What follows belongs to an exercise in optimizing a design on an open flow for small area; a production flow would make more cautious choices.
Function was checked by simulation only, so behaviour that the tests miss may differ from the original.

== north ==
## conv1
module conv1 (
  input clock,
  input reset,
  input vld_in,
  input [5:0][15:0] in,
  output vld_out,
  output [63:0][15:0] out
);
Size in the first run: roughly 4,900 cells after synthesis, roughly 1,100 I/O pins, about 40,000 um^2 of cells after synthesis.
Settings: LEC_CHECK=0, CAP_MARGIN=20, CORE_MARGIN=2, CORE_UTILIZATION=55, CTS_CLUSTER_DIAMETER=80, CTS_CLUSTER_SIZE=25, GPL_TIMING_DRIVEN=0, SETUP_SLACK_MARGIN=0.08, SLEW_MARGIN=20; clock period 6.0 ns.
standard.sh (not shown) runs the stock make flow with config.mk's settings and CLKGATE_MAP_FILE= SYNTH_SCRIPT=/design/flow/synth_recipe.tcl, a recipe that flattens the netlist after the stock synthesis.
==> flow/flow/run.sh <==
#!/bin/bash
# Layout flow: standard synthesis (for the register list), then the hand-mapped
# adder netlist generated by flow/gen.py from flow/plan.json replaces the
# synthesized netlist; the rest is the standard ORFS flow, with port buffers
# of the smallest buffer cell.
set -eo pipefail
R=orfs/results/sky130hd/conv1/base
bash standard.sh synth > std_synth.log 2>&1
cp $R/1_2_yosys.v std_1_2_yosys.v
python3 flow/gen.py flow/plan.json std_1_2_yosys.v hand_netlist.v > gen.log 2>&1
cp hand_netlist.v $R/1_2_yosys.v
rm -f $R/1_synth.odb
bash standard.sh BUFFER_PORTS_ARGS="-buffer_cell sky130_fd_sc_hd__buf_1" PLACE_PINS_ARGS="-min_distance 1 -min_distance_in_tracks" POST_GLOBAL_PLACE_TCL=$PWD/flow/post_gpl.tcl CTS_ARGS="-sink_clustering_enable -repair_clock_nets -sink_clustering_size 25 -sink_clustering_max_diameter 80 -dont_use_dummy_load" finish > std_finish.log 2>&1
Other scripts of this flow, unchanged in this note and not shown: flow/flow/gen.py, flow/flow/nlgen3.py, flow/flow/plan.json, flow/flow/post_gpl.tcl
north finished all stages; the layout is clean.
### north -> south
# north
export LEC_CHECK = 0
export CAP_MARGIN = 20
export CORE_MARGIN = 2
export CORE_UTILIZATION = 55
export CTS_CLUSTER_DIAMETER = 80
export CTS_CLUSTER_SIZE = 25
export GPL_TIMING_DRIVEN = 0
export SETUP_SLACK_MARGIN = 0.08
export SLEW_MARGIN = 20
create_clock -name core_clock -period 6.0 [get_ports {clock}]
# south
export LEC_CHECK = 0
export CAP_MARGIN = 20
export CORE_MARGIN = 2
export CORE_UTILIZATION = 55
export CTS_CLUSTER_DIAMETER = 80
export CTS_CLUSTER_SIZE = 25
export GPL_TIMING_DRIVEN = 0
export SETUP_SLACK_MARGIN = 0.15
export SLEW_MARGIN = 20
create_clock -name core_clock -period 6.0 [get_ports {clock}]
==> comparison <==
For met2 wire length, south and north come out practically identical.
Per the comparison of south with north, via count neither gained nor lost much; fmax picked up an extra about 0.7%.
Sum of routed wire length over all layers went up slightly going from north to south.
south ran to completion and came out clean on the timing, design-rule and antenna checks.
Inputs modified between south and east:
# south
export LEC_CHECK = 0
export CAP_MARGIN = 20
export CORE_MARGIN = 2
export CORE_UTILIZATION = 55
export CTS_CLUSTER_DIAMETER = 80
export CTS_CLUSTER_SIZE = 25
export GPL_TIMING_DRIVEN = 0
export SETUP_SLACK_MARGIN = 0.15
export SLEW_MARGIN = 20
create_clock -name core_clock -period 6.0 [get_ports {clock}]
# east
export LEC_CHECK = 0
export CAP_MARGIN = 20
export CORE_MARGIN = 2
export CORE_UTILIZATION = 55
export CTS_CLUSTER_DIAMETER = 80
export CTS_CLUSTER_SIZE = 25
export GPL_TIMING_DRIVEN = 0
export PLACE_DENSITY = 0.7
export SETUP_SLACK_MARGIN = 0.11
export SLEW_MARGIN = 20
create_clock -name core_clock -period 6.0 [get_ports {clock}]
==> summary.txt <==
The critical path buffer and inverter count was comparable across east and south.
east vs. south: fmax fell 1.1%; area growth from synthesis to final layout now sits lower; non-clock buffer count decreased by about 0.9% relative to the old numbers; first-iteration DRC count fell by 1.3%; stage delay of the slowest cell on the critical path climbed 0.12 ns.
east vs south on wire length: east is the higher one.
The final hold slack in east sits 0.085 ns below the value recorded for south.
| cell count | east vs south | ≈ equal |
Input-level comparison between west and east:
# east
export LEC_CHECK = 0
export CAP_MARGIN = 20
export CORE_MARGIN = 2
export CORE_UTILIZATION = 55
export CTS_CLUSTER_DIAMETER = 80
export CTS_CLUSTER_SIZE = 25
export GPL_TIMING_DRIVEN = 0
export PLACE_DENSITY = 0.7
export SETUP_SLACK_MARGIN = 0.11
export SLEW_MARGIN = 20
create_clock -name core_clock -period 6.0 [get_ports {clock}]
# west
export LEC_CHECK = 0
export CAP_MARGIN = 20
export CORE_MARGIN = 2
export CORE_UTILIZATION = 55
export CTS_CLUSTER_DIAMETER = 80
export CTS_CLUSTER_SIZE = 25
export GPL_TIMING_DRIVEN = 0
export PLACE_DENSITY = 0.75
export SETUP_SLACK_MARGIN = 0.08
export SLEW_MARGIN = 20
create_clock -name core_clock -period 6.0 [get_ports {clock}]
Results
west vs east, met3 wirelength from detailed routing went up by 13%.
In terms of largest fanout on the critical path, west and east differ only marginally.
Flip-flop and latch share of the layout cell area: west vs east — no meaningful difference
Met3 usage in global routing: west vs east up 2.0 points
Clock buffer count grows by a little under 10% when moving from east to west.
east → west: synthesized cell count has remained practically unchanged; total vias in the final route has increased; total wire length has increased.
When west is set beside east, its critical path depth turns out to be 1 larger.


conv1 again, from the RTL that the note above started with.
Settings: LEC_CHECK=0, CAP_MARGIN=20, CORE_MARGIN=2, CORE_UTILIZATION=55, CTS_CLUSTER_DIAMETER=80, CTS_CLUSTER_SIZE=25, GPL_TIMING_DRIVEN=0, SETUP_SLACK_MARGIN=0.15, SLEW_MARGIN=20; clock period 6.0 ns.
==> flow/flow/run.sh <==
#!/bin/bash
# Layout flow: standard synthesis (for the register list), then the hand-mapped
# adder netlist generated by flow/gen.py from flow/plan.json replaces the
# synthesized netlist; the rest is the standard ORFS flow, with port buffers
# of the smallest buffer cell.
set -eo pipefail
R=orfs/results/sky130hd/conv1/base
bash standard.sh synth > std_synth.log 2>&1
cp $R/1_2_yosys.v std_1_2_yosys.v
python3 flow/gen.py flow/plan.json std_1_2_yosys.v hand_netlist.v > gen.log 2>&1
cp hand_netlist.v $R/1_2_yosys.v
rm -f $R/1_synth.odb
bash standard.sh BUFFER_PORTS_ARGS="-buffer_cell sky130_fd_sc_hd__buf_1" PLACE_PINS_ARGS="-min_distance 1 -min_distance_in_tracks" POST_GLOBAL_PLACE_TCL=$PWD/flow/post_gpl.tcl finish > std_finish.log 2>&1
Other scripts of this flow, unchanged in this note and not shown: flow/flow/gen.py, flow/flow/nlgen3.py, flow/flow/plan.json, flow/flow/post_gpl.tcl
The first run completed without violations.
==> next run, changes <==
--- a/flow/flow/run.sh
+++ b/flow/flow/run.sh
@@ -12,2 +12,2 @@
 rm -f $R/1_synth.odb
-bash standard.sh BUFFER_PORTS_ARGS="-buffer_cell sky130_fd_sc_hd__buf_1" PLACE_PINS_ARGS="-min_distance 1 -min_distance_in_tracks" POST_GLOBAL_PLACE_TCL=$PWD/flow/post_gpl.tcl finish > std_finish.log 2>&1
+bash standard.sh BUFFER_PORTS_ARGS="-buffer_cell sky130_fd_sc_hd__buf_1" PLACE_PINS_ARGS="-min_distance 1 -min_distance_in_tracks" POST_GLOBAL_PLACE_TCL=$PWD/flow/post_gpl.tcl CTS_ARGS="-sink_clustering_enable -repair_clock_nets -sink_clustering_size 25 -sink_clustering_max_diameter 80 -dont_use_dummy_load" finish > std_finish.log 2>&1
Settings changed: PLACE_DENSITY set to 0.8, SETUP_SLACK_MARGIN 0.15 to 0.08.
After rerunning:
- Now the flow never finished: it broke off in 5_1_grt
- area after synthesis does not change
- synthesized cell count is unchanged

[static timing again, ports no longer ideal]
The results above use ideal ports. As a check the final layouts listed here were re-extracted and re-timed, cells and wires unchanged. Step 1 (the two cells are an assumption about what drives the block):
set clk [get_ports {clock}]
set_driving_cell -lib_cell sky130_fd_sc_hd__clkbuf_16 $clk
set_driving_cell -lib_cell sky130_fd_sc_hd__buf_2 [delete_from_list [all_inputs] $clk]
Step 2 times the ports against the registers' clock, not the clock port: input delays grow and output delays shrink by t, the midpoint of the rising clock arrivals with the driver on. Slacks: no drivers / after step 1 / after step 2; pairs: no drivers / after step 1.
run	t (ns)	slack for setup (ns)	worst data-port slew with drivers (ns)	cell pins on the clock port's net
north	0.636	0.207 / 0.134 / -0.348	0.17	1
south	0.632	0.247 / 0.176 / -0.335	0.17	1
east	0.692	0.185 / 0.110 / -0.414	0.14	1
west	0.638	0.175 / 0.103 / -0.458	0.18	1
the first run of note 2	0.647	0.242 / 0.175 / -0.385	0.17	1
Met with ideal ports but missed after step 2: setup timing in every run listed. For west, which loses most, drivers alone change the setup slack by -0.072 ns; drivers and shift together by -0.633 ns.
